Background: an optimization exercise with open tools, aiming at a short achievable clock period and few clock cycles. Do not read the settings as production practice.
The RTL of this run was laid out without a check of its function.
Power figures rest on the tool's default switching activity, not on a simulated workload.

### design.v
module sap1_bd #(parameter I = 0) (
  input  [31:0] w,     
  input  [3:0]  pr,    
  output [55:0] d
);
  function [15:0] oh;
    input integer v;
    begin
      oh = 16'd1 << (v % 16);
    end
  endfunction
  function [15:0] dec4;
    input [3:0] v;
    integer j;
    begin
      for (j = 0; j < 16; j = j + 1) dec4[j] = (v == j);
    end
  endfunction
  wire [3:0]  nf  [0:3];
  wire [15:0] tg  [0:3];
  wire [3:0]  isj, isjmp, isc, isjc, islda, isldi, isalu, issub, issta, isout, ishlt;
  genvar k;
  generate
    for (k = 0; k < 4; k = k + 1) begin : dc
      wire [3:0] op = w[8*k+4 +: 4];
      assign nf[k]    = w[8*k +: 4];
      assign tg[k]    = dec4(nf[k]);
      assign isjmp[k] = (op == 4'd6);
      assign isjc[k]  = (op == 4'd7);
      assign isc[k]   = (op == 4'd7) | (op == 4'd8);
      assign isj[k]   = isjmp[k] | isc[k];
      assign islda[k] = (op == 4'd1);
      assign isalu[k] = (op == 4'd2) | (op == 4'd3);
      assign issub[k] = (op == 4'd3);
      assign issta[k] = (op == 4'd4);
      assign isldi[k] = (op == 4'd5);
      assign isout[k] = (op == 4'd14);
      assign ishlt[k] = (op == 4'd15);
    end
  endgenerate
  wire sm01 = issta[0] & (nf[0] == (I + 1) % 16);
  wire sm0  = issta[0] & ((nf[0] == (I + 1) % 16) | (nf[0] == (I + 2) % 16) | (nf[0] == (I + 3) % 16));
  wire sm1  = issta[1] & ((nf[1] == (I + 2) % 16) | (nf[1] == (I + 3) % 16));
  wire x0 = ~isj[0];
  wire x1 = x0 & ~ishlt[0] & ~isj[1] & ~(isalu[0] & isalu[1]) & ~(isout[0] & isout[1])
               & ~(isout[0] & ishlt[1]) & ~sm01;
  wire nojp = (x0 & sm0) | (x1 & sm1);
  wire lda0 = x0 & islda[0], ldi0 = x0 & isldi[0], alu0 = x0 & isalu[0];
  wire sta0 = x0 & issta[0], out0 = x0 & isout[0], hlt0 = x0 & ishlt[0];
  wire lda1 = x1 & islda[1], ldi1 = x1 & isldi[1], alu1 = x1 & isalu[1];
  wire sta1 = x1 & issta[1], out1 = x1 & isout[1], hlt1 = x1 & ishlt[1];
  wire ld0 = lda0 | ldi0, ld1 = lda1 | ldi1;
  wire byp = sta0 & (nf[0] == nf[1]);
  wire pa_mem = ld1 ? (lda1 & ~byp) : lda0;
  wire pa_s1  = ld1;
  wire pa_a   = lda1 & byp;
  wire pa_imm = ld1 ? ldi1 : ldi0;
  wire in1_pa = alu1 & ld0;
  wire s1_mem = in1_pa & lda0;
  wire s1_imm = in1_pa & ldi0;
  wire pb_mem = alu1 ? ~byp : alu0;
  wire pb_s1  = alu1;
  wire pb_a   = alu1 & byp;
  wire alu    = alu0 | alu1;
  wire sub    = alu1 ? issub[1] : issub[0];
  wire v0_pa  = ld0;
  wire v0_sum = alu0;
  wire a_pa   = ld1 | (ld0 & ~alu1);
  wire a_sum  = alu1 | (alu0 & ~ld1);
  wire out    = out0 | out1;
  wire hlt    = hlt0 | hlt1;
  wire q0 = ~x0, q1 = x0 & ~x1, q2 = x1;
  wire [15:0] jn [0:2];
  wire [3:0]  ja [0:2];
  generate
    for (k = 0; k < 3; k = k + 1) begin : jp
      wire taken  = isjmp[k] | (isc[k] & pr[k]);
      wire follow = isc[k] & ~pr[k] & isjmp[k+1];
      assign jn[k] = (~isj[k] | nojp) ? oh(I + k) : taken ? tg[k] : follow ? tg[k+1] : oh(I + k + 1);
      assign ja[k] = pr[k] ? (I + k + 1) % 16 : nf[k];
    end
  endgenerate
  wire [15:0] nxt    = q0 ? jn[0] : q1 ? jn[1] : jn[2];
  wire        c_en   = ~hlt & ~nojp & (q0 ? isc[0] : q1 ? isc[1] : isc[2]);
  wire        c_jc   = q0 ? isjc[0] : q1 ? isjc[1] : isjc[2];
  wire        c_pred = q0 ? pr[0] : q1 ? pr[1] : pr[2];
  wire [3:0]  c_alt  = q0 ? ja[0] : q1 ? ja[1] : ja[2];
  wire [3:0]  c_addr = (I + (q1 ? 1 : q2 ? 2 : 0)) % 16;
  assign d = {nxt, nf[1], nf[0], c_alt, c_addr,
              pa_mem, pa_s1, pa_a, pa_imm, s1_mem, s1_imm, in1_pa, pb_mem, pb_s1, pb_a,
              alu, sub, v0_pa, v0_sum, a_pa, a_sum, sta0, sta1, out0, out1, hlt,
              c_en, c_jc, c_pred};
endmodule
module sap1_add8 (
  input  [7:0] x,
  input  [7:0] y,
  input        ci,
  output [7:0] s,
  output       co,
  output       z
);
  wire [7:0] p = x ^ y;
  wire [7:0] g0 = (x & y) | {7'd0, p[0] & ci};
  wire [7:0] g1, p1, g2, p2, g3;
  genvar i;
  generate
    for (i = 0; i < 8; i = i + 1) begin : ks
      if (i >= 1) begin
        assign g1[i] = g0[i] | (p[i] & g0[i-1]);
        assign p1[i] = p[i] & p[i-1];
      end else begin
        assign g1[i] = g0[i];
        assign p1[i] = p[i];
      end
      if (i >= 2) begin
        assign g2[i] = g1[i] | (p1[i] & g1[i-2]);
        assign p2[i] = p1[i] & p1[i-2];
      end else begin
        assign g2[i] = g1[i];
        assign p2[i] = p1[i];
      end
      if (i >= 4) assign g3[i] = g2[i] | (p2[i] & g2[i-4]);
      else        assign g3[i] = g2[i];
    end
  endgenerate
  wire [8:0] c = {g3, ci};
  assign s  = p ^ c[7:0];
  assign co = c[8];
  wire [7:0] need = {x[6:0] | y[6:0], ci};
  assign z = ~|(p ^ need);
endmodule
module sap1_e1 (
  input  [55:0]  d,
  input  [127:0] memf,      
  input  [15:0]  st_v,      
  input  [15:0]  st_a,      
  output [7:0]   opa,
  output [7:0]   op1,
  output [7:0]   op2,
  output [3:0]   sa, s1, s2,    
  output [2:0]   asel,      
  output [2:0]   vsel,      
  output [2:0]   osel,      
  output [3:0]   fsel,      
  output [15:0]  wa,        
  output [15:0]  wv,        
  output [15:0]  alt,
  output [15:0]  caddr,
  output         sub, alu, out, hlt, c_en, c_pred
);
  function [15:0] dec4;
    input [3:0] v;
    integer j;
    begin
      for (j = 0; j < 16; j = j + 1) dec4[j] = (v == j);
    end
  endfunction
  wire [15:0] nxt = d[55:40];
  wire [3:0]  nf1 = d[39:36], nf0 = d[35:32], c_alt = d[31:28], c_addr = d[27:24];
  wire pa_mem = d[23], pa_s1 = d[22], pa_a = d[21], pa_imm = d[20], s1_mem = d[19], s1_imm = d[18];
  wire in1_pa = d[17], pb_mem = d[16], pb_s1 = d[15], pb_a = d[14];
  assign alu = d[13];
  assign sub = d[12];
  wire v0_pa = d[11], v0_sum = d[10], a_pa = d[9], a_sum = d[8], sta0 = d[7], sta1 = d[6];
  wire out0 = d[5], out1 = d[4];
  assign hlt = d[3];
  assign c_en = d[2];
  wire c_jc = d[1];
  assign c_pred = d[0];
  assign out = out0 | out1;
  wire [15:0] t0 = dec4(nf0), t1 = dec4(nf1);
  wire [15:0] pa_sel = pa_mem ? (pa_s1 ? t1 : t0) : 16'd0;
  wire [15:0] s1_sel = s1_mem ? t0 : 16'd0;
  wire [15:0] pb_sel = pb_mem ? (pb_s1 ? t1 : t0) : 16'd0;
  wire [3:0]  imm    = pa_s1 ? nf1 : nf0;
  reg [7:0] ra, r1, r2;
  integer i;
  always @* begin
    ra = {8{pa_imm}} & {4'd0, imm};
    r1 = {8{s1_imm}} & {4'd0, nf0};
    r2 = 8'd0;
    for (i = 0; i < 16; i = i + 1) begin
      ra = ra | ({8{pa_sel[i]}} & memf[8*i +: 8]);
      r1 = r1 | ({8{s1_sel[i]}} & memf[8*i +: 8]);
      r2 = r2 | ({8{pb_sel[i]}} & memf[8*i +: 8]);
    end
  end
  assign opa  = ra;
  assign op1  = r1;
  assign op2 = r2;
  wire ha1 = |(pa_sel & st_v), ha0 = |(pa_sel & st_a);
  wire h11 = |(s1_sel & st_v), h10 = |(s1_sel & st_a);
  wire h21 = |(pb_sel & st_v), h20 = |(pb_sel & st_a);
  assign sa = pa_a ? 4'b1000 : ha1 ? 4'b0100 : ha0 ? 4'b0010 : 4'b0001;
  assign s1 = ~in1_pa ? 4'b1000 : h11 ? 4'b0100 : h10 ? 4'b0010 : 4'b0001;
  assign s2 = pb_a ? 4'b1000 : h21 ? 4'b0100 : h20 ? 4'b0010 : 4'b0001;
  assign asel = {a_pa, a_sum, ~a_pa & ~a_sum};
  assign vsel = {v0_pa, v0_sum, ~v0_pa & ~v0_sum};
  assign osel = out1 ? {v0_pa, v0_sum, ~v0_pa & ~v0_sum} : 3'b001;
  assign fsel = {alu & c_jc, alu & ~c_jc, ~alu & c_jc, ~alu & ~c_jc};
  assign wa   = (sta0 ? t0 : 16'd0) & ~(sta1 ? t1 : 16'd0);
  assign wv   = sta1 ? t1 : 16'd0;
  assign alt  = dec4(c_alt);
  assign caddr = dec4(c_addr);
endmodule
module sap1 (
  input        clk,
  input        sw8,     
  input        prog,    
  input        sw4,     
  input  [3:0] sw_mar,  
  input  [7:0] sw_dat,  
  output [7:0] oval,    
  output       out_valid,  
  output       hlt,     
  output [7:0] memval   
);
  function [15:0] dec4;
    input [3:0] v;
    integer j;
    begin
      for (j = 0; j < 16; j = j + 1) dec4[j] = (v == j);
    end
  endfunction
  function [15:0] win4;   
    input [15:0] x;
    begin
      win4 = x | {x[14:0], x[15]} | {x[13:0], x[15:14]} | {x[12:0], x[15:13]};
    end
  endfunction
  reg [7:0]   mem [0:15];
  reg [55:0]  bd  [0:15];    
  reg [15:0]  pc;            
  reg [15:0]  pred;          
  reg [7:0]   a;
  reg         cf, zf;
  reg [7:0]   oval_q;
  reg         outv_q;
  reg         hlt_q;
  reg [7:0]   memval_q;
  reg         mis_q;         
  reg [15:0]  alt_q;         
  reg [15:0]  wr_q;          
  reg         pu_q, pf_q;    
  reg [15:0]  pa_q;          
  reg         ldv_q;         
  reg [15:0]  lda_q;
  reg [7:0]   ldd_q;
  reg [7:0]   sd1_q;         
  reg         dv_q;          
  reg [15:0]  dva_q;
  reg         bv1;
  reg [55:0]  b1;
  reg         bv2;
  reg [7:0]   px, py, pl;    
  reg [3:0]   fsel;
  reg [2:0]   asel, vsel, osel;
  reg [15:0]  e_wa, e_wv, e_alt, e_caddr;
  reg         e_sub, e_alu, e_out, e_hlt, e_c_en, e_c_pred;
  integer i;
  genvar gi;
  wire        loadw = ~prog & ~sw4;
  wire [15:0] ldw = ldv_q ? lda_q : 16'd0;
  wire [15:0] dstw = dv_q ? dva_q : 16'd0;
  wire [127:0] memf;
  generate
    for (gi = 0; gi < 16; gi = gi + 1) begin : mf
      assign memf[8*gi +: 8] = ldw[gi] ? ldd_q : dstw[gi] ? sd1_q : mem[gi];
    end
  endgenerate
  generate
    for (gi = 0; gi < 16; gi = gi + 1) begin : dg
      wire [55:0] d;
      sap1_bd #(.I(gi)) u (
        .w({mem[(gi+3)%16], mem[(gi+2)%16], mem[(gi+1)%16], mem[gi]}),
        .pr({pred[(gi+3)%16], pred[(gi+2)%16], pred[(gi+1)%16], pred[gi]}),
        .d(d));
      always @(posedge clk) bd[gi] <= d;
    end
  endgenerate
  wire run2 = ~sw8 & ~hlt_q & bv2 & ~mis_q;
  wire [7:0] sum;
  wire       cf_n, zf_n;
  sap1_add8 add (.x(px), .y(py), .ci(e_sub), .s(sum), .co(cf_n), .z(zf_n));
  wire [7:0] pa  = pl;
  wire [7:0] a_n = ({8{asel[2]}} & pa) | ({8{asel[1]}} & sum) | ({8{asel[0]}} & a);
  wire [7:0] v0  = ({8{vsel[2]}} & pa) | ({8{vsel[1]}} & sum) | ({8{vsel[0]}} & a);
  wire [7:0] ov  = ({8{osel[2]}} & pa) | ({8{osel[1]}} & sum) | ({8{osel[0]}} & a);
  wire       flag = (fsel[3] & cf_n) | (fsel[2] & zf_n) | (fsel[1] & cf) | (fsel[0] & zf);
  wire       mis = run2 & e_c_en & (flag ^ e_c_pred);
  wire [15:0] stw = run2 ? e_wa : 16'd0;
  wire        run2f = ~hlt_q & bv2 & ~mis_q;
  wire [7:0]  n_opa, n_op1, n_op2;
  wire [3:0]  n_sa, n_s1, n_s2, n_fsel;
  wire [2:0]  n_asel, n_vsel, n_osel;
  wire [15:0] n_wa, n_wv, n_alt, n_caddr;
  wire        n_sub, n_alu, n_out, n_hlt, n_c_en, n_c_pred;
  sap1_e1 e1n (.d(b1), .memf(memf), .st_v(run2f ? e_wv : 16'd0), .st_a(run2f ? e_wa : 16'd0),
    .opa(n_opa), .op1(n_op1), .op2(n_op2), .sa(n_sa), .s1(n_s1), .s2(n_s2),
    .asel(n_asel), .vsel(n_vsel), .osel(n_osel), .fsel(n_fsel), .wa(n_wa), .wv(n_wv),
    .alt(n_alt), .caddr(n_caddr), .sub(n_sub), .alu(n_alu), .out(n_out), .hlt(n_hlt),
    .c_en(n_c_en), .c_pred(n_c_pred));
  wire [7:0]  r_opa, r_op1, r_op2;
  wire [3:0]  r_sa, r_s1, r_s2, r_fsel;
  wire [2:0]  r_asel, r_vsel, r_osel;
  wire [15:0] r_wa, r_wv, r_alt, r_caddr;
  wire        r_sub, r_alu, r_out, r_hlt, r_c_en, r_c_pred;
  sap1_e1 e1r (.d(bd[0]), .memf(memf), .st_v(16'd0), .st_a(16'd0),
    .opa(r_opa), .op1(r_op1), .op2(r_op2), .sa(r_sa), .s1(r_s1), .s2(r_s2),
    .asel(r_asel), .vsel(r_vsel), .osel(r_osel), .fsel(r_fsel), .wa(r_wa), .wv(r_wv),
    .alt(r_alt), .caddr(r_caddr), .sub(r_sub), .alu(r_alu), .out(r_out), .hlt(r_hlt),
    .c_en(r_c_en), .c_pred(r_c_pred));
  wire [7:0] an_h = run2f ? a_n : a;           
  wire [7:0] xn = {8{n_sub}};
  wire [7:0] sumx = sum;
  wire [7:0] anx = run2f ? (({8{asel[2]}} & (pa ^ xn)) | ({8{asel[1]}} & (sumx ^ xn)) | ({8{asel[0]}} & (a ^ xn))) : (a ^ xn);
  wire [7:0] v0x = ({8{vsel[2]}} & (pa ^ xn)) | ({8{vsel[1]}} & (sumx ^ xn)) | ({8{vsel[0]}} & (a ^ xn));
  wire [7:0] n_px = ({8{n_s1[3]}} & an_h) | ({8{n_s1[2]}} & v0) | ({8{n_s1[1]}} & a) | ({8{n_s1[0]}} & n_op1);
  wire [7:0] n_py = ({8{n_s2[3]}} & anx) | ({8{n_s2[2]}} & v0x) | ({8{n_s2[1]}} & (a ^ xn)) | ({8{n_s2[0]}} & (n_op2 ^ xn));
  wire [7:0] n_pl = ({8{n_sa[3]}} & an_h) | ({8{n_sa[2]}} & v0) | ({8{n_sa[1]}} & a) | ({8{n_sa[0]}} & n_opa);
  wire [15:0] pcx = mis_q ? alt_q : pc;
  wire [15:0] bd0_nxt = bd[0][55:40];
  reg  [55:0] fpick, rpick;
  always @* begin
    fpick = 56'd0;
    rpick = 56'd0;
    for (i = 0; i < 16; i = i + 1) begin
      fpick = fpick | ({56{pcx[i]}} & bd[i]);
      rpick = rpick | ({56{bd0_nxt[i]}} & bd[i]);
    end
  end
  function [15:0] stores;
    input [55:0] d;
    begin
      stores = (d[7] ? dec4(d[35:32]) : 16'd0) | (d[6] ? dec4(d[39:36]) : 16'd0);
    end
  endfunction
  wire [15:0] wpend = wr_q | ldw | dstw | (run2f ? (e_wa | e_wv) : 16'd0)
                    | ((bv1 & ~mis_q) ? stores(b1) : 16'd0);
  wire        stale = |(wpend & win4(pcx));
  wire        rst_bad = loadw | |((wr_q | ldw | dstw) & (win4(16'd1) | win4(bd0_nxt)))
                      | |(stores(bd[0]) & win4(bd0_nxt));
  always @(posedge clk) begin
    memval_q <= memf[8*sw_mar +: 8];
    ldv_q <= loadw;
    lda_q <= dec4(sw_mar);
    ldd_q <= sw_dat;
    wr_q  <= ldw | stw | dstw;
    for (i = 0; i < 16; i = i + 1) begin
      if (ldw[i]) mem[i] <= ldd_q;
      else if (stw[i]) mem[i] <= a;
      else if (dstw[i]) mem[i] <= sd1_q;
    end
    if (pu_q) pred <= (pred & ~pa_q) | (pa_q & {16{pf_q}});
    if (sw8) pred <= 16'd0;
    pu_q <= run2 & e_c_en;
    pf_q <= flag;
    pa_q <= e_caddr;
    mis_q <= ~sw8 & mis;
    alt_q <= e_alt;
    sd1_q <= v0;
    dv_q  <= run2 & |e_wv;
    dva_q <= e_wv;
  end
  always @(posedge clk) begin
    if (sw8) begin
      a <= 8'd0; cf <= 1'b0; zf <= 1'b0;
      oval_q <= 8'd0; outv_q <= 1'b0; hlt_q <= 1'b0;
    end else begin
      outv_q <= run2 & e_out;
      if (run2) begin
        a <= a_n;
        if (e_alu) begin cf <= cf_n; zf <= zf_n; end
        if (e_out) oval_q <= ov;
        if (e_hlt) hlt_q <= 1'b1;
      end
    end
  end
  always @(posedge clk) begin
    if (sw8) begin
      bv2 <= ~rst_bad;
      bv1 <= ~rst_bad;
      pc  <= rst_bad ? 16'd1 : rpick[55:40];
      b1  <= rpick;
      px <= r_s1[3] ? 8'd0 : r_op1;
      py <= (r_s2[3] ? 8'd0 : r_op2) ^ {8{r_sub}};
      pl <= r_sa[3] ? 8'd0 : r_opa;
      fsel <= r_fsel;
      asel <= r_asel; vsel <= r_vsel; osel <= r_osel;
      e_wa <= r_wa; e_wv <= r_wv; e_alt <= r_alt; e_caddr <= r_caddr;
      e_sub <= r_sub; e_alu <= r_alu; e_out <= r_out; e_hlt <= r_hlt;
      e_c_en <= r_c_en; e_c_pred <= r_c_pred;
    end else begin
      bv2 <= bv1 & ~mis_q;
      bv1 <= ~stale;
      pc  <= stale ? pcx : fpick[55:40];
      b1  <= fpick;
      px <= n_px; py <= n_py; pl <= n_pl;
      fsel <= n_fsel;
      asel <= n_asel; vsel <= n_vsel; osel <= n_osel;
      e_wa <= n_wa; e_wv <= n_wv; e_alt <= n_alt; e_caddr <= n_caddr;
      e_sub <= n_sub; e_alu <= n_alu; e_out <= n_out; e_hlt <= n_hlt;
      e_c_en <= n_c_en; e_c_pred <= n_c_pred;
    end
  end
  assign oval = oval_q;
  assign out_valid = outv_q;
  assign hlt = hlt_q;
  assign memval = memval_q;
endmodule
### run.sh
#!/bin/bash
# synth_recipe.tcl (not shown) runs the flow's synth.tcl, then flattens the netlist and writes it again
# the make line also repeats each setting of config.mk as NAME=value (left out here)
make -C /OpenROAD-flow-scripts/flow DESIGN_CONFIG=/design/flow/config.mk WORK_HOME=/design/flow/orfs CLKGATE_MAP_FILE= SYNTH_SCRIPT=/design/flow/synth_recipe.tcl finish
### config.mk
export PLATFORM = sky130hd
export DESIGN_NAME = sap1
export DESIGN_NICKNAME = sap1
export VERILOG_FILES = /design/flow/design.v
export SDC_FILE = /design/flow/constraint.sdc
export NUM_CORES = 8
export LEC_CHECK = 0
export ABC_CLOCK_PERIOD_IN_PS = 2000
export CAP_MARGIN = 20
export CORE_MARGIN = 2
export CORE_UTILIZATION = 50
export SETUP_SLACK_MARGIN = 2.9
export SLEW_MARGIN = 20
### constraint.sdc
create_clock -name core_clock -period 5.5 [get_ports {clk}]
set_input_delay 1.1000 -clock core_clock [delete_from_list [all_inputs] [get_ports {clk}]]
set_output_delay 1.1000 -clock core_clock [all_outputs]
set_load 0.01 [all_outputs]
==> impl_metrics.csv <==
group,metric,value,unit
run_status,outcome,"did not finish",
run_status,lastStage,"global routing",
run_status,error_line,"[ERROR GRT-0116] Global routing finished with congestion. Check the congestion regions in the DRC Viewer.",
placement,io_buffers,33,
die,fp.dieW,384,um
synth,synthDistinctLibCells,129,
clock_tree,cts_buffers,138,
synth,synth_mux_area_share,2.62,%
synth,yosys_warnings,22,
die,io_pins,34,
clock_tree,ctsHoldBuffers,0,
synth,ys_ff_latch,1249,
synth,synth_flop_cell,"dfxtp_1",
synth,netlist_top_cells_area,"dfxtp_1, a22oi_1, nand3_1",
synth,yosysTopAreaCell,"dfxtp_1",
clock_tree,cts_buffer_depth,3,
synth,synth-xor-area-share,1.34,%
placement,dpl.hpwl,405000,um
synth,synth_edf_count,0,
clock_tree,cts-htree-levels,4,
grt,grt_pass1_vias,110000,
die,die_h,384,um
synth,async_flop_share,0,%
synth,synth_top_family_by_area,"compound AO/OA/AOI/OAI gates",
die,rows,139,
grt,grt_pass1_wl,989000,um
grt,gr-total-overflow,4313,
synth,yosys.area_share.simple,22.4,%
grt,gr-usage-all-layers,90.5,%
synth,yosysTopAreaCellShare,34.6,%
synth,synthAdderAreaFrac,0.298,%
clock_tree,cts.sinks,1249,
synth,synth.avg_cell_area,8.15,um2
grt,grt_max_degree,90,
synth,seq_area_frac_synth,34.6,%
clock_tree,cts_root_buf,"clkbuf_16",
synth,synth_compound_area_share,33.1,%
synth,synth_cells,8866,
placement,gp_congestion,1.28,
synth,syn_area,72300,um2
die,start_util,50.4,%
synth_stat cells (153+ instances only):
library cell and instances:
o21ai_0 378, a31oi_1 153, o22ai_1 356, nor3_1 171, a21oi_1 289, nand3_1 638, inv_1 187, dfxtp_1 1249
a22o_1 181, nand2_1 649, nor2_1 637, clkbuf_1 536, a221oi_1 171, a22oi_1 548
through the flow:
stage	utilization (%)	instance area, um2	setup slack [ns]	power (W)	instances
3_3_place_gp	52.5	75400	1.18	0.0376	10400
2_1_floorplan	-	72300	2.80	0.0248	8869
4_1_cts	64.4	92300	2.43	0.0534	11200
3_5_place_dp	52.5	75400	1.18	0.0376	10400
cell families after synthesis:
group / Yosys count
flops: 1249
simple gates: 3096
compound gates: 3233
other cells: 2
fa+ha+maj: 16
xor+xnor: 109
buf+inv: 994
mux: 167
repair_timing:
action / in CTS
buffers inserted: 475
resized for setup: 1733
endpoints found under the setup margin: 903
pin swaps: 272
gates cloned: 40
how the worst min path moves through the flow:
stage	cells after the start	endpoint	slack [ns]	from
after floorplan	0	alt_q[0]	0.31	e_alt[0]
after detailed placement	0	alt_q[14]	0.31	e_alt[14]
after global placement	0	pa_q[0]	0.31	e_caddr[0]
after CTS	0	pa_q[7]	0.30	e_caddr[7]
power by group through the flow:
stage,registers (W),logic (W),clock network (W)
after CTS,0.0149,0.0285,0.00999
after detailed placement,0.0150,0.0226,0
after global placement,0.0149,0.0226,0
after floorplan,0.0125,0.0122,0
metal layers:
| layer | GRT overflow | GRT usage, % |
|---|---|---|
| met5 | 47 | 59.9 |
| met4 | 1216 | 89.4 |
| met3 | 200 | 80.7 |
| met2 | 2700 | 104 |
| met1 | 150 | 88.8 |
